This design comes from an exercise in tuning for small area on the open sky130 flow, not from production work.
Function was checked by simulation only, so behaviour that the tests miss may differ from the original.
Power figures rest on the tool's default switching activity, not on a simulated workload.

Setup of run 1:
## mips
module mips(clk, reset, instr, dmem_rdata, PC_val, WD_val, dmem_addr, dmem_wdata, dmem_we, dmem_re);
Settings: LEC_CHECK=0, CAP_MARGIN=10, CORE_MARGIN=2, CORE_UTILIZATION=55, GPL_TIMING_DRIVEN=0, SETUP_SLACK_MARGIN=0.4, SLEW_MARGIN=10, SYNTH_HIERARCHICAL=1, BUFFER_PORTS_ARGS=-buffer_cell sky130_fd_sc_hd__buf_1, CTS_ARGS=-sink_clustering_enable -repair_clock_nets -dont_use_dummy_load -buf_list {sky130_fd_sc_hd__clkbuf_4 sky130_fd_sc_hd__clkbuf_8} -sink_clustering_size 14 -sink_clustering_max_diameter 60; clock period 12.0 ns.
standard.sh (not shown) runs the stock make flow with config.mk's settings and CLKGATE_MAP_FILE= SYNTH_SCRIPT=/design/flow/synth_recipe.tcl, a recipe that flattens the netlist after the stock synthesis.
==> flow/flow/run.sh <==
#!/bin/bash
# Standard layout (standard.sh), with small port buffers and clock-tree sink
# clusters of at most 14 flip-flops, without dummy loads. make's output goes
# to standard.log; each ORFS step keeps its own log under orfs/logs.
set -euo pipefail
cat >> config.mk <<'EOC'
export BUFFER_PORTS_ARGS = -buffer_cell sky130_fd_sc_hd__buf_1
export CTS_ARGS = -sink_clustering_enable -repair_clock_nets -dont_use_dummy_load -buf_list {sky130_fd_sc_hd__clkbuf_4 sky130_fd_sc_hd__clkbuf_8} -sink_clustering_size 14 -sink_clustering_max_diameter 60
EOC
bash standard.sh > standard.log 2>&1
Input-level comparison between run 2 and run 1:
==> flow/flow/run.sh <==
#!/bin/bash
# Standard layout (standard.sh), with small port buffers and clock-tree sink
# clusters of at most 16 flip-flops, without dummy loads. make's output goes
# to standard.log; each ORFS step keeps its own log under orfs/logs.
set -euo pipefail
cat >> config.mk <<'EOC'
export BUFFER_PORTS_ARGS = -buffer_cell sky130_fd_sc_hd__buf_1
export CTS_ARGS = -sink_clustering_enable -repair_clock_nets -dont_use_dummy_load -buf_list {sky130_fd_sc_hd__clkbuf_4 sky130_fd_sc_hd__clkbuf_8} -sink_clustering_size 16 -sink_clustering_max_diameter 60
EOC
bash standard.sh > standard.log 2>&1
==> flow/config.mk <==
export PLATFORM = sky130hd
export DESIGN_NAME = mips
export DESIGN_NICKNAME = mips
export VERILOG_FILES = /design/flow/design.v
export SDC_FILE = /design/flow/constraint.sdc
export NUM_CORES = 4
export LEC_CHECK = 0
export CAP_MARGIN = 10
export CORE_MARGIN = 2
export CORE_UTILIZATION = 55
export GPL_TIMING_DRIVEN = 0
export SETUP_SLACK_MARGIN = 0.3
export SLEW_MARGIN = 10
export SYNTH_HIERARCHICAL = 1
export BUFFER_PORTS_ARGS = -buffer_cell sky130_fd_sc_hd__buf_1
export CTS_ARGS = -sink_clustering_enable -repair_clock_nets -dont_use_dummy_load -buf_list {sky130_fd_sc_hd__clkbuf_4 sky130_fd_sc_hd__clkbuf_8} -sink_clustering_size 16 -sink_clustering_max_diameter 60
==> comparison <==
- The standard cells in run 2 occupy less silicon area than those in run 1 do.
- Sort run 2 and run 1 by non-clock buffer count, descending, and run 1 comes first.
- Of run 2 and run 1, it is run 2 that has the lower final setup slack of the worst path.
- Global-route usage delta (run 1 -> run 2): insignificant
- Detailed-route via count shrinks slightly when moving from run 1 to run 2.
- | clock network fraction of design power | run 2 vs run 1 | 0.3 points lower |
- From run 2 to run 1, count of standard-cell rows did not move at all.
- The number of global-route vias before repair was comparable across run 2 and run 1.
Here is what was changed in the inputs of run 3 compared with run 2.
diff --git a/flow/config.mk b/flow/config.mk
--- a/flow/config.mk
+++ b/flow/config.mk
@@ -8,6 +8,7 @@
 export CAP_MARGIN = 10
 export CORE_MARGIN = 2
-export CORE_UTILIZATION = 55
+export CORE_UTILIZATION = 62
 export GPL_TIMING_DRIVEN = 0
+export PLACE_DENSITY = 0.66
 export SETUP_SLACK_MARGIN = 0.3
 export SLEW_MARGIN = 10
==> comparison <==
Run 3 finished every step from synthesis to the final layout, and the layout passed the timing, design-rule and antenna checks. [compare] base=run 2 new=run 3: total wirelength of the detailed-routed design shrank by 7.1%; core utilization grew by 7.5 points. Wire length of the first global-routing pass went down by a few percent going from run 2 to run 3. NOTE number of inserted filler cells in the final layout run 2->run 3 decreased by more than 10%. Met1 usage: run 3 vs run 2 up 6.8 points. Run 2 ended up with instr[17] as its start point of the critical path; run 3 ended up with instr[16]. Run 3: hold slack is 0.0042 ns higher than what run 2 reported. Side by side, number of search-and-repair iterations in the first detailed-routing pass turned out lower in run 3 than in run 2.
Modified inputs, run 4 compared to run 3
==> flow/flow/run.sh <==
#!/bin/bash
# Standard layout (standard.sh), with small port buffers and clock-tree sink
# clusters of at most 14 flip-flops, without dummy loads. make's output goes
# to standard.log; each ORFS step keeps its own log under orfs/logs.
set -euo pipefail
cat >> config.mk <<'EOC'
export BUFFER_PORTS_ARGS = -buffer_cell sky130_fd_sc_hd__buf_1
export CTS_ARGS = -sink_clustering_enable -repair_clock_nets -dont_use_dummy_load -buf_list {sky130_fd_sc_hd__clkbuf_4 sky130_fd_sc_hd__clkbuf_8} -sink_clustering_size 14 -sink_clustering_max_diameter 60
EOC
bash standard.sh > standard.log 2>&1
==> flow/config.mk <==
export PLATFORM = sky130hd
export DESIGN_NAME = mips
export DESIGN_NICKNAME = mips
export VERILOG_FILES = /design/flow/design.v
export SDC_FILE = /design/flow/constraint.sdc
export NUM_CORES = 4
export LEC_CHECK = 0
export CAP_MARGIN = 10
export CORE_MARGIN = 2
export CORE_UTILIZATION = 65
export GPL_TIMING_DRIVEN = 0
export PLACE_DENSITY = 0.72
export SETUP_SLACK_MARGIN = 0.4
export SLEW_MARGIN = 10
export SYNTH_HIERARCHICAL = 1
export BUFFER_PORTS_ARGS = -buffer_cell sky130_fd_sc_hd__buf_1
export CTS_ARGS = -sink_clustering_enable -repair_clock_nets -dont_use_dummy_load -buf_list {sky130_fd_sc_hd__clkbuf_4 sky130_fd_sc_hd__clkbuf_8} -sink_clustering_size 14 -sink_clustering_max_diameter 60
--- outcome ---
- What the final checks of run 4 revealed, after a flow that finished every stage, was a layout that fails on max-capacitance violations, max-slew violations.
- The global routing usage summed across all routing layers number comes out lower for run 3 vs run 4.
- Run 4 ended up with WD_val[22] as its capture point of the worst path; run 3 ended up with WD_val[30].
- Sort run 4 and run 3 by clock period minus final worst setup slack, descending, and run 4 comes first.
- The utilization of the core after routing reported for run 4 is greater than that of run 3 by 3.5 points.

[afterwards: timing with drivers on the ports]
The results above use ideal ports. As a check the final layouts listed here were re-extracted and re-timed, cells and wires unchanged. Step 1 sets driving cells, clkbuf_16 on the clock port and buf_2 on the other inputs (assumed; they add their load-dependent delay and slew). Step 2 moves the port delays by t, midway between the first and last clock arrival at a register: inputs arrive t later, outputs are due t later. That takes back most of the time a late clock gives input paths. a / b / c = no drivers / after step 1 / after step 2; a / b = the first two.
| run | t (ns) | slack for setup (ns) | hold WS [ns] | worst setup path at the end | cell pins on the clock port's net |
|---|---|---|---|---|---|
| run 1 | 0.809 | 0.268 / 0.240 / 0.240 | 0.469 / 0.469 / 0.469 | input to output | 1 |
| run 2 | 0.814 | 0.193 / 0.168 / 0.168 | 0.470 / 0.470 / 0.470 | input to output | 1 |
| run 3 | 0.774 | 0.179 / 0.144 / 0.144 | 0.474 / 0.474 / 0.474 | input to output | 1 |
| run 4 | 0.796 | 0.152 / 0.125 / 0.125 | 0.472 / 0.472 / 0.472 | input to output | 1 |
The setup slack of run 3, which loses most, moves by -0.035 ns with the drivers and by -0.035 ns with both steps.
